What follows belongs to an exercise in optimizing a design on an open flow for small area; a production flow would make more cautious choices.
Function not checked in this run: the RTL went through the layout flow alone.
Power figures rest on the tool's default switching activity, not on a simulated workload.

--- flow/design.v ---
module top_mac_bfusion (clk, rst, accu_rst, a, w, config_aw, z);
	parameter HEADROOM = 4;
	input 				clk, rst, accu_rst;
	input         [31:0] a ;            
	input         [31:0] w ;            
	input         [2:0] config_aw;             
	output        [15+HEADROOM:0] z;
	reg			  [31:0] a_reg;
	reg			  [31:0] w_reg;
	reg                      rst_reg;
	reg                      accu_rst_reg;
	mac_bfusion #(
		.HEADROOM   (HEADROOM)
	)
	mac (
		.clk        (clk),
		.rst        (rst_reg),
		.accu_rst   (accu_rst_reg),
		.a          (a_reg),
		.w          (w_reg),
		.config_aw  (config_aw),
		.z          (z)
	);
	always_ff @(posedge clk) begin
		if (rst) begin
			a_reg  <= 0;
			w_reg  <= 0;
		end
		else begin
			a_reg  <= a;
			w_reg  <= w;
		end
	end
	always_ff @(posedge clk) begin
		rst_reg       <= rst;
		accu_rst_reg  <= accu_rst;
	end
endmodule  
module mac_bfusion (clk, rst, accu_rst, a, w, config_aw, z);
	parameter HEADROOM = 4;
	input 				clk, rst, accu_rst;
	input         [31:0] a ;            
	input         [31:0] w ;            
	input         [2:0] config_aw;             
	output        [15+HEADROOM:0] z;
	logic        [3:0][3:0][1:0] a_wrap;   
	logic        [3:0][3:0][1:0] w_wrap;   
	BitFusion_top #(
		.HEADROOM   (HEADROOM)
	)
	BitFusion_top (
		.clk        (clk),
		.rst        (rst),
		.accu_rst   (accu_rst),
		.a          (a_wrap),
		.w          (w_wrap),
		.config_aw       (config_aw),
		.z          (z)
	);
	always_comb begin
		case (config_aw)
			default: begin 
						a_wrap = {{a[7:6],a[7:6],a[7:6],a[7:6]},{a[5:4],a[5:4],a[5:4],a[5:4]},
							      {a[3:2],a[3:2],a[3:2],a[3:2]},{a[1:0],a[1:0],a[1:0],a[1:0]}};
						w_wrap = {{w[1:0],w[3:2],w[5:4],w[7:6]},{w[1:0],w[3:2],w[5:4],w[7:6]},
							      {w[1:0],w[3:2],w[5:4],w[7:6]},{w[1:0],w[3:2],w[5:4],w[7:6]}};
					end
			3'b010: begin 
						a_wrap = {{a[15:14],a[15:14],a[7:6],a[7:6]},{a[13:12],a[13:12],a[5:4],a[5:4]},
							      {a[11:10],a[11:10],a[3:2],a[3:2]},{a[ 9: 8],a[ 9: 8],a[1:0],a[1:0]}};
						w_wrap = {{w[13:12],w[15:14],w[5:4],w[7:6]},{w[13:12],w[15:14],w[5:4],w[7:6]},
							      {w[ 9: 8],w[11:10],w[1:0],w[3:2]},{w[ 9: 8],w[11:10],w[1:0],w[3:2]}};
					end
			3'b011: begin 
						a_wrap = {{a[31:30],a[29:28],a[27:26],a[25:24]},{a[23:22],a[21:20],a[19:18],a[17:16]},
							      {a[15:14],a[13:12],a[11:10],a[ 9: 8]},{a[ 7: 6],a[ 5: 4],a[ 3: 2],a[ 1: 0]}};
						w_wrap = {{w[31:30],w[29:28],w[27:26],w[25:24]},{w[23:22],w[21:20],w[19:18],w[17:16]},
							      {w[15:14],w[13:12],w[11:10],w[ 9: 8]},{w[ 7: 6],w[ 5: 4],w[ 3: 2],w[ 1: 0]}};
					end
			3'b110: begin 
						a_wrap = {{a[15:14],a[15:14],a[7:6],a[7:6]},{a[13:12],a[13:12],a[5:4],a[5:4]},
							      {a[11:10],a[11:10],a[3:2],a[3:2]},{a[ 9: 8],a[ 9: 8],a[1:0],a[1:0]}};
						w_wrap = {{w[5:4],w[7:6],w[1:0],w[3:2]},{w[5:4],w[7:6],w[1:0],w[3:2]},
							      {w[5:4],w[7:6],w[1:0],w[3:2]},{w[5:4],w[7:6],w[1:0],w[3:2]}};
					end
			3'b111: begin 
						a_wrap = {{a[31:30],a[23:22],a[15:14],a[7:6]},{a[29:28],a[21:20],a[13:12],a[5:4]},
							      {a[27:26],a[19:18],a[11:10],a[3:2]},{a[25:24],a[17:16],a[ 9: 8],a[1:0]}};
						w_wrap = {{w[ 7: 6],w[ 5: 4],w[ 3: 2],w[1:0]},{w[ 7: 6],w[ 5: 4],w[ 3: 2],w[1:0]},
							      {w[ 7: 6],w[ 5: 4],w[ 3: 2],w[1:0]},{w[ 7: 6],w[ 5: 4],w[ 3: 2],w[1:0]}};
					end
		endcase
	end	
endmodule  
module BitBrick22_v2 (a_22, w_22, pick_sign, p_22);
	input         [1:0] a_22;              
	input         [1:0] w_22;              
	input               pick_sign;         
	output        [3:0] p_22;
	logic         [2:0] w;
	always_comb begin		
		w = (pick_sign) ? {w_22[1],w_22} : {1'b0,w_22};
	end	
	assign p_22 = $signed(w)*$signed({1'b0,a_22});
endmodule  
module BitBrick44_c1 (a_44_11, a_44_12, a_44_21, a_44_22,
					  w_44_11, w_44_12, w_44_21, w_44_22, 
					  config_aw, p_44);
	input         [1:0] a_44_11, a_44_12, a_44_21, a_44_22;              
	input         [1:0] w_44_11, w_44_12, w_44_21, w_44_22;              
	input         [2:0] config_aw;             
	output        [7:0] p_44;
	logic         [3:0] pp11, pp12, pp21, pp22;        
	logic         [3+2:0] ex_pp11;                     
	logic         [3+0:0] ex_pp12;                     
	logic         [3+4:0] ex_pp21;                     
	logic         [3+2:0] ex_pp22;                     
	logic         [7:0] psum;	
	BitBrick22_v2  BB11 (
		.a_22(a_44_11), .w_22(w_44_11), 
		.pick_sign(1'b1),
		.p_22(pp11)
	);
	BitBrick22_v2  BB12 (
		.a_22(a_44_12), .w_22(w_44_12), 
		.pick_sign(config_aw[0]),
		.p_22(pp12)
	);
	BitBrick22_v2  BB21 (
		.a_22(a_44_21), .w_22(w_44_21), 
		.pick_sign(1'b1),
		.p_22(pp21)
	);
	BitBrick22_v2  BB22 (
		.a_22(a_44_22), .w_22(w_44_22), 
		.pick_sign(config_aw[0]),
		.p_22(pp22)
	);
	always_comb begin
		case (config_aw)
			default: begin ex_pp11 = {pp11,2'b0};                      
						  ex_pp12 = pp12;                             
						  ex_pp21 = {pp21,4'b0};                      
						  ex_pp22 = {pp22,2'b0};                      
						  psum = $signed(ex_pp11) + $signed({1'b0,ex_pp12}) + $signed(ex_pp21) + $signed({1'b0,ex_pp22});
					end
			3'b010: begin ex_pp11 = {pp11,2'b0}; 
						  ex_pp12 = pp12;
						  ex_pp21 = {pp21,4'b0};
						  ex_pp22 = {pp22,2'b0}; 
						  psum = $signed(ex_pp11) + $signed({1'b0,ex_pp12}) + $signed(ex_pp21) + $signed({1'b0,ex_pp22});
					end
			3'b011: begin ex_pp11 = {pp11[3],pp11[3],pp11};            
						  ex_pp12 = pp12;
						  ex_pp21 = {pp21[3],pp21[3],pp21[3],pp21[3],pp21};
						  ex_pp22 = {pp22[3],pp22[3],pp22};
						  psum = $signed(ex_pp11) + $signed(ex_pp12) + $signed(ex_pp21) + $signed(ex_pp22);
					end
			3'b110: begin ex_pp11 = {pp11,2'b0}; 
						  ex_pp12 = pp12;
						  ex_pp21 = {pp21,4'b0};
						  ex_pp22 = {pp22,2'b0};
						  psum = $signed(ex_pp11) + $signed({1'b0,ex_pp12}) + $signed(ex_pp21) + $signed({1'b0,ex_pp22});
					end
			3'b111: begin ex_pp11 = {pp11[3],pp11[3],pp11}; 
						  ex_pp12 = pp12;
						  ex_pp21 = {pp21[3],pp21[3],pp21,2'b0};
						  ex_pp22 = {pp22,2'b0};
						  psum = $signed(ex_pp11) + $signed(ex_pp12) + $signed(ex_pp21) + $signed(ex_pp22);
					end
		endcase
	end	
	assign p_44 = psum;
endmodule  
module BitBrick44_c2 (a_44_11, a_44_12, a_44_21, a_44_22,
					  w_44_11, w_44_12, w_44_21, w_44_22, 
					  config_aw, p_44);
	input         [1:0] a_44_11, a_44_12, a_44_21, a_44_22;              
	input         [1:0] w_44_11, w_44_12, w_44_21, w_44_22;              
	input         [2:0] config_aw;             
	output        [7:0] p_44;
	logic         [3:0] pp11, pp12, pp21, pp22;        
	logic         [3+2:0] ex_pp11;                     
	logic         [3+0:0] ex_pp12;                     
	logic         [3+4:0] ex_pp21;                     
	logic         [3+2:0] ex_pp22;                     
	logic         [7:0] psum;	
	BitBrick22_v2  BB11 (
		.a_22(a_44_11), .w_22(w_44_11), 
		.pick_sign(config_aw[1]),
		.p_22(pp11)
	);
	BitBrick22_v2  BB12 (
		.a_22(a_44_12), .w_22(w_44_12), 
		.pick_sign(config_aw[0]),
		.p_22(pp12)
	);
	BitBrick22_v2  BB21 (
		.a_22(a_44_21), .w_22(w_44_21), 
		.pick_sign(config_aw[1]),
		.p_22(pp21)
	);
	BitBrick22_v2  BB22 (
		.a_22(a_44_22), .w_22(w_44_22), 
		.pick_sign(config_aw[0]),
		.p_22(pp22)
	);
	always_comb begin
		case (config_aw)
			default: begin ex_pp11 = {pp11,2'b0};                      
						  ex_pp12 = pp12;                             
						  ex_pp21 = {pp21,4'b0};                      
						  ex_pp22 = {pp22,2'b0};                      
						  psum = $signed({1'b0,ex_pp11}) + $signed({1'b0,ex_pp12}) + $signed({1'b0,ex_pp21}) + $signed({1'b0,ex_pp22});
					end
			3'b010: begin ex_pp11 = {pp11,2'b0}; 
						  ex_pp12 = pp12;
						  ex_pp21 = {pp21,4'b0};
						  ex_pp22 = {pp22,2'b0}; 
						  psum = $signed(ex_pp11) + $signed({1'b0,ex_pp12}) + $signed(ex_pp21) + $signed({1'b0,ex_pp22});
					end
			3'b011: begin ex_pp11 = {pp11[3],pp11[3],pp11};            
						  ex_pp12 = pp12;
						  ex_pp21 = {pp21[3],pp21[3],pp21[3],pp21[3],pp21};
						  ex_pp22 = {pp22[3],pp22[3],pp22};
						  psum = $signed(ex_pp11) + $signed(ex_pp12) + $signed(ex_pp21) + $signed(ex_pp22);
					end
			3'b110: begin ex_pp11 = {pp11,2'b0}; 
						  ex_pp12 = pp12;
						  ex_pp21 = {pp21,4'b0};
						  ex_pp22 = {pp22,2'b0};
						  psum = $signed(ex_pp11) + $signed({1'b0,ex_pp12}) + $signed(ex_pp21) + $signed({1'b0,ex_pp22});
					end
			3'b111: begin ex_pp11 = {pp11[3],pp11[3],pp11}; 
						  ex_pp12 = pp12;
						  ex_pp21 = {pp21[3],pp21[3],pp21,2'b00};
						  ex_pp22 = {pp22,2'b0};
						  psum = $signed(ex_pp11) + $signed(ex_pp12) + $signed(ex_pp21) + $signed(ex_pp22);
					end
		endcase
	end	
	assign p_44 = psum;
endmodule  
module BitBrick88 (a_88_11, a_88_12, a_88_13, a_88_14,
				   a_88_21, a_88_22, a_88_23, a_88_24,
				   a_88_31, a_88_32, a_88_33, a_88_34,
				   a_88_41, a_88_42, a_88_43, a_88_44,
				   w_88_11, w_88_12, w_88_13, w_88_14,
				   w_88_21, w_88_22, w_88_23, w_88_24,
				   w_88_31, w_88_32, w_88_33, w_88_34,
				   w_88_41, w_88_42, w_88_43, w_88_44,
				   config_aw, p_88);
	input         [1:0] a_88_11, a_88_12, a_88_13, a_88_14,
				        a_88_21, a_88_22, a_88_23, a_88_24,
				   	    a_88_31, a_88_32, a_88_33, a_88_34,
				   		a_88_41, a_88_42, a_88_43, a_88_44;            
	input         [1:0] w_88_11, w_88_12, w_88_13, w_88_14,
				   		w_88_21, w_88_22, w_88_23, w_88_24,
				   		w_88_31, w_88_32, w_88_33, w_88_34,
				   		w_88_41, w_88_42, w_88_43, w_88_44;           
	input         [2:0] config_aw;             
	output        [15:0] p_88;
	logic         [7:0] pp11, pp12, pp21, pp22;        
	logic         [7+4:0] ex_pp11;                     
	logic         [7+0:0] ex_pp12;                     
	logic         [7+8:0] ex_pp21;                     
	logic         [7+4:0] ex_pp22;                     
	logic         [15:0] psum;	
	BitBrick44_c1 BB44_11 (
    	.a_44_11(a_88_11), .a_44_12(a_88_12), .a_44_21(a_88_21), .a_44_22(a_88_22),
		.w_44_11(w_88_11), .w_44_12(w_88_12), .w_44_21(w_88_21), .w_44_22(w_88_22),
		.config_aw(config_aw),
		.p_44(pp11)
    );
	BitBrick44_c2 BB44_12 (
    	.a_44_11(a_88_13), .a_44_12(a_88_14), .a_44_21(a_88_23), .a_44_22(a_88_24),
		.w_44_11(w_88_13), .w_44_12(w_88_14), .w_44_21(w_88_23), .w_44_22(w_88_24),
		.config_aw(config_aw),
		.p_44(pp12)
    );
	BitBrick44_c1 BB44_21 (
    	.a_44_11(a_88_31), .a_44_12(a_88_32), .a_44_21(a_88_41), .a_44_22(a_88_42),
		.w_44_11(w_88_31), .w_44_12(w_88_32), .w_44_21(w_88_41), .w_44_22(w_88_42),
		.config_aw(config_aw),
		.p_44(pp21)
    );
	BitBrick44_c2 BB44_22 (
    	.a_44_11(a_88_33), .a_44_12(a_88_34), .a_44_21(a_88_43), .a_44_22(a_88_44),
		.w_44_11(w_88_33), .w_44_12(w_88_34), .w_44_21(w_88_43), .w_44_22(w_88_44),
		.config_aw(config_aw),
		.p_44(pp22)
    );
	always_comb begin
		case (config_aw)
			default: begin ex_pp11 = {pp11,4'b0};                      
						  ex_pp12 = pp12;                             
						  ex_pp21 = {pp21,8'b0};                      
						  ex_pp22 = {pp22,4'b0};                      
						  psum = $signed(ex_pp11) + $signed({1'b0,ex_pp12}) + $signed(ex_pp21) + $signed({1'b0,ex_pp22});
					end
			3'b010: begin ex_pp11 = {{4{pp11[7]}},pp11};                
						  ex_pp12 = pp12;
						  ex_pp21 = {{8{pp21[7]}},pp21};
						  ex_pp22 = {{4{pp22[7]}},pp22}; 
						  psum = $signed(ex_pp11) + $signed(ex_pp12) + $signed(ex_pp21) + $signed(ex_pp22);
					end
			3'b011: begin ex_pp11 = {{4{pp11[7]}},pp11};                
						  ex_pp12 = pp12;
						  ex_pp21 = {{8{pp21[7]}},pp21};
						  ex_pp22 = {{4{pp22[7]}},pp22}; 
						  psum = $signed(ex_pp11) + $signed(ex_pp12) + $signed(ex_pp21) + $signed(ex_pp22);
					end
			3'b110: begin ex_pp11 = {{4{pp11[7]}},pp11}; 
						  ex_pp12 = pp12;
						  ex_pp21 = {{4{pp21[7]}},pp21,4'b0};
						  ex_pp22 = {pp22,4'b0};
						  psum = $signed(ex_pp11) + $signed(ex_pp12) + $signed(ex_pp21) + $signed(ex_pp22);
					end
			3'b111: begin ex_pp11 = {{4{pp11[7]}},pp11}; 
						  ex_pp12 = pp12;
						  ex_pp21 = {{4{pp21[7]}},pp21,4'b0};
						  ex_pp22 = {pp22,4'b0};
						  psum = $signed(ex_pp11) + $signed(ex_pp12) + $signed(ex_pp21) + $signed(ex_pp22);
					end
		endcase
	end	
	assign p_88 = psum;
endmodule  
module BitFusion_top (clk, rst, accu_rst, a, w, config_aw, z);
	parameter HEADROOM = 4;
	input 		  clk, rst, accu_rst;
	input         [3:0][3:0][1:0] a ;            
	input         [3:0][3:0][1:0] w ;            
	input         [2:0] config_aw;
	output   reg  [15+HEADROOM:0] z ;
	logic         [15+HEADROOM:0] z_tmp;
	reg			  [15:0] mult;
	logic         [15:0] mult_tmp, p_88;
	logic 		  [3:0]  gating;
	logic 		  en3, en2, en1, en0;
	BitBrick88 BitBrick88 (
    .a_88_11(a[0][0]), .a_88_12(a[0][1]), .a_88_13(a[0][2]), .a_88_14(a[0][3]),
	.a_88_21(a[1][0]), .a_88_22(a[1][1]), .a_88_23(a[1][2]), .a_88_24(a[1][3]),
	.a_88_31(a[2][0]), .a_88_32(a[2][1]), .a_88_33(a[2][2]), .a_88_34(a[2][3]),
	.a_88_41(a[3][0]), .a_88_42(a[3][1]), .a_88_43(a[3][2]), .a_88_44(a[3][3]),
	.w_88_11(w[0][0]), .w_88_12(w[0][1]), .w_88_13(w[0][2]), .w_88_14(w[0][3]),
	.w_88_21(w[1][0]), .w_88_22(w[1][1]), .w_88_23(w[1][2]), .w_88_24(w[1][3]),
	.w_88_31(w[2][0]), .w_88_32(w[2][1]), .w_88_33(w[2][2]), .w_88_34(w[2][3]),
	.w_88_41(w[3][0]), .w_88_42(w[3][1]), .w_88_43(w[3][2]), .w_88_44(w[3][3]),
	.config_aw(config_aw),
	.p_88(p_88)
    );
	always_comb begin
		case (config_aw)
			default: gating = 4'b0000;
			3'b010: gating = 4'b1110;
			3'b011: gating = 4'b1111;
			3'b110: gating = 4'b1000;
			3'b111: gating = 4'b1100;
		endcase
	end
	always_comb begin
		en3  = ~gating[3];
		en2  = ~gating[2];
		en1  = ~gating[1];
		en0  = ~gating[0];
	end
	always_ff @(posedge clk) begin
		if (rst) begin
			z    [7+HEADROOM:0]  <= 0;
			mult [7         :0]  <= 0;
		end
		else begin
			z    [7+HEADROOM:0]  <= z_tmp    [7+HEADROOM:0];
			mult [7         :0]  <= mult_tmp [7         :0];
		end
	end
	always_ff @(posedge clk) begin
		if (en3) begin
			if (rst) begin
				z    [15+HEADROOM:13+HEADROOM]  <= 0;
				mult [15         :13         ]  <= 0;
			end
			else begin
				z    [15+HEADROOM:13+HEADROOM]  <= z_tmp    [15+HEADROOM:13+HEADROOM];
				mult [15         :13         ]  <= mult_tmp [15         :13         ];
			end
		end
	end
	always_ff @(posedge clk) begin
		if (en2) begin
			if (rst) begin
				z    [12+HEADROOM]  <= 0;
				mult [12         ]  <= 0;
			end
			else begin
				z    [12+HEADROOM]  <= z_tmp    [12+HEADROOM];
				mult [12         ]  <= mult_tmp [12         ];
			end
		end
	end
	always_ff @(posedge clk) begin
		if (en1) begin
			if (rst) begin
				z    [11+HEADROOM:10+HEADROOM]  <= 0;
				mult [11         :10         ]  <= 0;
			end
			else begin
				z    [11+HEADROOM:10+HEADROOM]  <= z_tmp    [11+HEADROOM:10+HEADROOM];
				mult [11         :10         ]  <= mult_tmp [11         :10         ];
			end
		end
	end
	always_ff @(posedge clk) begin
		if (en0) begin
			if (rst) begin
				z    [9+HEADROOM:8+HEADROOM]  <= 0;
				mult [9         :8         ]  <= 0;
			end
			else begin
				z    [9+HEADROOM:8+HEADROOM]  <= z_tmp    [9+HEADROOM:8+HEADROOM];
				mult [9         :8         ]  <= mult_tmp [9         :8         ];
			end
		end
	end
	always_comb begin
		case (config_aw)
			default: z_tmp    = (accu_rst) ? '0 : $signed(z) + $signed({{HEADROOM{mult[15]}},mult});
			3'b010: z_tmp    = (accu_rst) ? '0 : $signed(z[9+HEADROOM:0]) + $signed({{HEADROOM{mult[9]}},mult[9:0]});
			3'b011: z_tmp    = (accu_rst) ? '0 : $signed(z[7+HEADROOM:0]) + $signed({{HEADROOM{mult[7]}},mult[7:0]});
			3'b110: z_tmp    = (accu_rst) ? '0 : $signed(z[12+HEADROOM:0]) + $signed({{HEADROOM{mult[12]}},mult[12:0]});
			3'b111: z_tmp    = (accu_rst) ? '0 : $signed(z[11+HEADROOM:0]) + $signed({{HEADROOM{mult[11]}},mult[11:0]});
		endcase
		mult_tmp = p_88;
	end
endmodule  
--- flow/run.sh ---
#!/bin/bash
# synth_recipe.tcl (not shown) runs the flow's synth.tcl, then flattens the netlist and writes it again
# the make line also repeats each setting of config.mk as NAME=value (left out here)
make -C /OpenROAD-flow-scripts/flow DESIGN_CONFIG=/design/flow/config.mk WORK_HOME=/design/flow/orfs CLKGATE_MAP_FILE= SYNTH_SCRIPT=/design/flow/synth_recipe.tcl finish
--- flow/config.mk ---
export PLATFORM = sky130hd
export DESIGN_NAME = top_mac_bfusion
export DESIGN_NICKNAME = top_mac_bfusion
export VERILOG_FILES = /design/flow/design.v
export SDC_FILE = /design/flow/constraint.sdc
export NUM_CORES = 4
export LEC_CHECK = 0
export CAP_MARGIN = 20
export CORE_MARGIN = 2
export CORE_UTILIZATION = 40
export SLEW_MARGIN = 20
--- flow/constraint.sdc ---
create_clock -name core_clock -period 10.0 [get_ports {clk}]
set_input_delay 2.0000 -clock core_clock [delete_from_list [all_inputs] [get_ports {clk}]]
set_output_delay 2.0000 -clock core_clock [all_outputs]
set_load 0.01 [all_outputs]
==> results.toml <==
[cts]
cts.htree.levels = 3
clock_path_buffers = 2
clk_latency_ns = 0.38
tritoncts = "done"
clk_pin_slew_ns = 0.09
clock_sinks = 102
numCtsBuffers = 9
holdBufCountCts = 0
cts-root-buf = "clkbuf_16"

[placement]
port_buffers = 89
dp_cells = 2141
post-place-ws_ns = -0.0680
hpwl_um = 31300
gp_congestion = 0.911

[synthesis]
synthCells = 1606
synth_area_per_cell_sq_um = 8.42
ys_warn_count = 7
synth_cell_type_count = 75
syn_area_sq_mm = 0.0135
synth_flop_cell = "dfxtp_1"
yosys-top-cells-area = "ha_1 17%, fa_1 14%, dfxtp_1 13%"
synth-seq-area-share_pct = 16.3
synth.most_common_cell = "ha_1"
ys_top_cells_by_count = "182 x ha_1, 166 x inv_1, 151 x a21oi_1, 141 x nor2_1"
synth_top_area_cell = "ha_1"
netlist.area_leader.share_pct = 16.8
synth_edf_count = 16
postSynth.asyncResetShare_pct = 0
synth_fp_nets = 1955
ys_ff_latch = 102

[grt]
grt_max_degree = 66
grt_use_met1_pct = 28.3
grt_usage_pct = 21.9
grt_antenna_before_repair = 0
grt-ovfl-total = 0
grt_pass1_wl_um = 61300
grt_busiest_layer = "met2"
grt_pass1_vias = 11700
use_met3_pct = 2.94
use_met2_pct = 38.1

[routing]
final_antenna_net_count = 0
drc_errors = 0
first_iter_violations = 603
routedWlPerCell_um = 17.4
dr.pass1.iters = 5
wirelength_um = 37500
via_per_inst = 5.28
num_vias = 11400

[setup_path]
worstPathRequired_ns = 10.25
slowest_stage = "o21ai_0"
r2r_end = "mac.BitFusion_top.mult[14]"
crit_type = "input pin to flip-flop"
cpMostUsedCell = "nor2_1"
critPathMaxFanout = 11
crit_path_start_kind = "input pin"
cp.arrival_ns = 9.72
r2r_setup_slack_ns = 1.98
end_kind = "flip-flop"
cp-endpoint = "mac.BitFusion_top.mult[14]"
critPathLaunch = "config_aw[0]"
rr_worst_depth = 37
max_stage_delay_ns = 0.54
r2r_start = "a_reg[5]"

[sta]
skew_ns = 0.0188
hold_viol_final = 0
maxSlewViolCount = 0
fmax_ghz = 0.106
layout_min_cycle_time_ns = 9.47
finalCritPeriodShare_pct = 94.7
fin_ws_ns = 0.526
rsz0062_at_grt = "false"
worst_pin_slew_ns = 0.921
slew-limit-headroom_pct = 38.0
finalSetupViolCount = 0

[min_path]
hold_start = "mac.BitFusion_top.mult[0]"
hp-class = "flip-flop to flip-flop"

[outcome]
status = "finished clean"

[layout]
drive_above_1_share_pct = 6.55
fillers = 3265
layout.nets = 2053
final_cell_count_no_fill = 2157
syn_to_final_growth_pct = 14.6
multi_input_area_sq_mm = 0.0105
insertedDiodeCount = 0
utilization_pct = 46.3
seqCellArea_sq_mm = 0.00220

[die]
die_area_sq_mm = 0.0353
core_sq_mm = 0.0334
ios = 90
rows = 67
die_w_um = 188
start_util_pct = 40.4
die_h_um = 188

[flow_run]
maxCapViolCount = 0

[power]
power_density_mw_per_mm2 = 257
ir_drop_mv = 0.198
p_total_uw = 3980
power.leakage_uw = 0.00749
-- worst max-delay path: cells and delay by family --
kind / cells / cell delay [ns]
AOI/OAI and AO/OA: 12 / 2.46
xor gates and xnor gates: 5 / 0.85
adders and majority gates: 8 / 2.92
buffers and inverters: 5 / 0.78
and+or+nand+nor: 8 / 0.73
-- per-layer routing --
metal,up-vias,wire [um]
met3,55,1720
met5,-,0
met1,5368,17000
met4,0,910
met2,288,17900
li1,5671,-
-- through the flow --
| stage | hold WS [ns] | setup TNS [ns] | area, sq um |
|---|---|---|---|
| after floorplan | 0.516 | 0 | 13500 |
| after global placement | 0.529 | -0.0116 | 15100 |
| after detailed placement | 0.544 | -0.227 | 15100 |
| after CTS | 0.566 | 0 | 15400 |
| after global routing | 0.587 | 0 | 15500 |
| final | 0.562 | 0 | 15500 |
-- cell usage in the layout, fill, tap and decap left out, types with 4 or more instances in the layout --
| master | netlist | layout |
|---|---|---|
| ha_1 | 182 | 182 |
| inv_1 | 166 | 166 |
| a21oi_1 | 151 | 149 |
| nor2_1 | 141 | 140 |
| fa_1 | 97 | 97 |
| nand2_1 | 97 | 96 |
| xnor2_1 | 97 | 94 |
| dfxtp_1 | 86 | 86 |
| clkdlybuf4s50_1 | 0 | 85 |
| nor2b_1 | 80 | 80 |
| o21ai_0 | 70 | 66 |
| buf_4 | 1 | 58 |
| a21o_1 | 55 | 55 |
| xor2_1 | 47 | 46 |
| mux2i_1 | 38 | 38 |
| nor3_1 | 27 | 27 |
| a211oi_1 | 28 | 27 |
| edfxtp_1 | 16 | 16 |
| o21a_1 | 14 | 14 |
| or3_1 | 11 | 11 |
| nand2b_1 | 11 | 11 |
| or2_2 | 10 | 10 |
| a31oi_1 | 9 | 9 |
| clkbuf_16 | 0 | 9 |
| o21bai_1 | 8 | 8 |
| nand3_1 | 8 | 8 |
| and2_1 | 8 | 8 |
| o211ai_1 | 8 | 8 |
| a311oi_1 | 5 | 5 |
| mux2_2 | 5 | 5 |
| nor3b_1 | 4 | 4 |
| a221oi_1 | 4 | 4 |
-- how the worst min path moves through the flow --
stage	depth (start not counted)	slack, ns	end
floorplan	2	0.52	mac.BitFusion_top.z[0]
global placement	2	0.53	mac.BitFusion_top.z[0]
detailed placement	2	0.54	mac.BitFusion_top.z[0]
CTS	2	0.57	mac.BitFusion_top.z[0]
global route	2	0.59	mac.BitFusion_top.z[0]
finish	2	0.56	mac.BitFusion_top.z[0]
-- logic make-up (layout without fill, tap and decap cells) --
kind of cell,after synthesis,after routing,synth area share (%)
XOR/XNOR,147,147,9.78
adder cells (fa/ha/maj),279,279,31.2
AO/OA/AOI/OAI,394,394,18.4
AND/OR/NAND/NOR,413,413,14.5
flip-flops,102,102,16.3
buffers and inverters,227,330,6.43
multiplexers,44,44,3.34
-- what timing repair did --
action | CTS | global route
gates resized for setup | 0 | 12
buffers inserted | 0 | 0
endpoints found under the setup margin | 0 | 8
-- layout make-up --
cell class	count	share of cell area [%]
timing repair buffer	145	8.37
clock inverter	7	0.468
multi-input combinational	1277	67.8
clock buffer	9	1.45
inverter	169	4.10
sequential	102	14.2
tap	448	3.62
-- where the power goes --
group / internal, uW / switching [uW]
sequential: 485 / 52.2
combinational: 1410 / 1660
clock: 178 / 191
total: 2070 / 1900

## separate check: timing with driven ports
No port has a modelled driver above. Below, the same layout with a new extraction and two added sets of constraints.
Step 1 (the two cells are an assumption about what drives the block):
set clk [get_ports {clk}]
set_driving_cell -lib_cell sky130_fd_sc_hd__clkbuf_16 $clk
set_driving_cell -lib_cell sky130_fd_sc_hd__buf_2 [delete_from_list [all_inputs] $clk]
Step 2 times the ports against the registers' clock, not the clock port: input delays grow and output delays shrink by t, the midpoint of the rising clock arrivals with the driver on.
Slacks: no drivers / after step 1 / after step 2; pairs: no drivers / after step 1.
t, ns: 0.419
setup WS [ns]: 0.526 / 0.542 / 0.123
latest minus earliest clock arrival (ns): 0.023 / 0.024
After both steps this run still meets setup and hold. For this run, drivers alone change the setup slack by +0.016 ns; drivers and shift together by -0.403 ns.
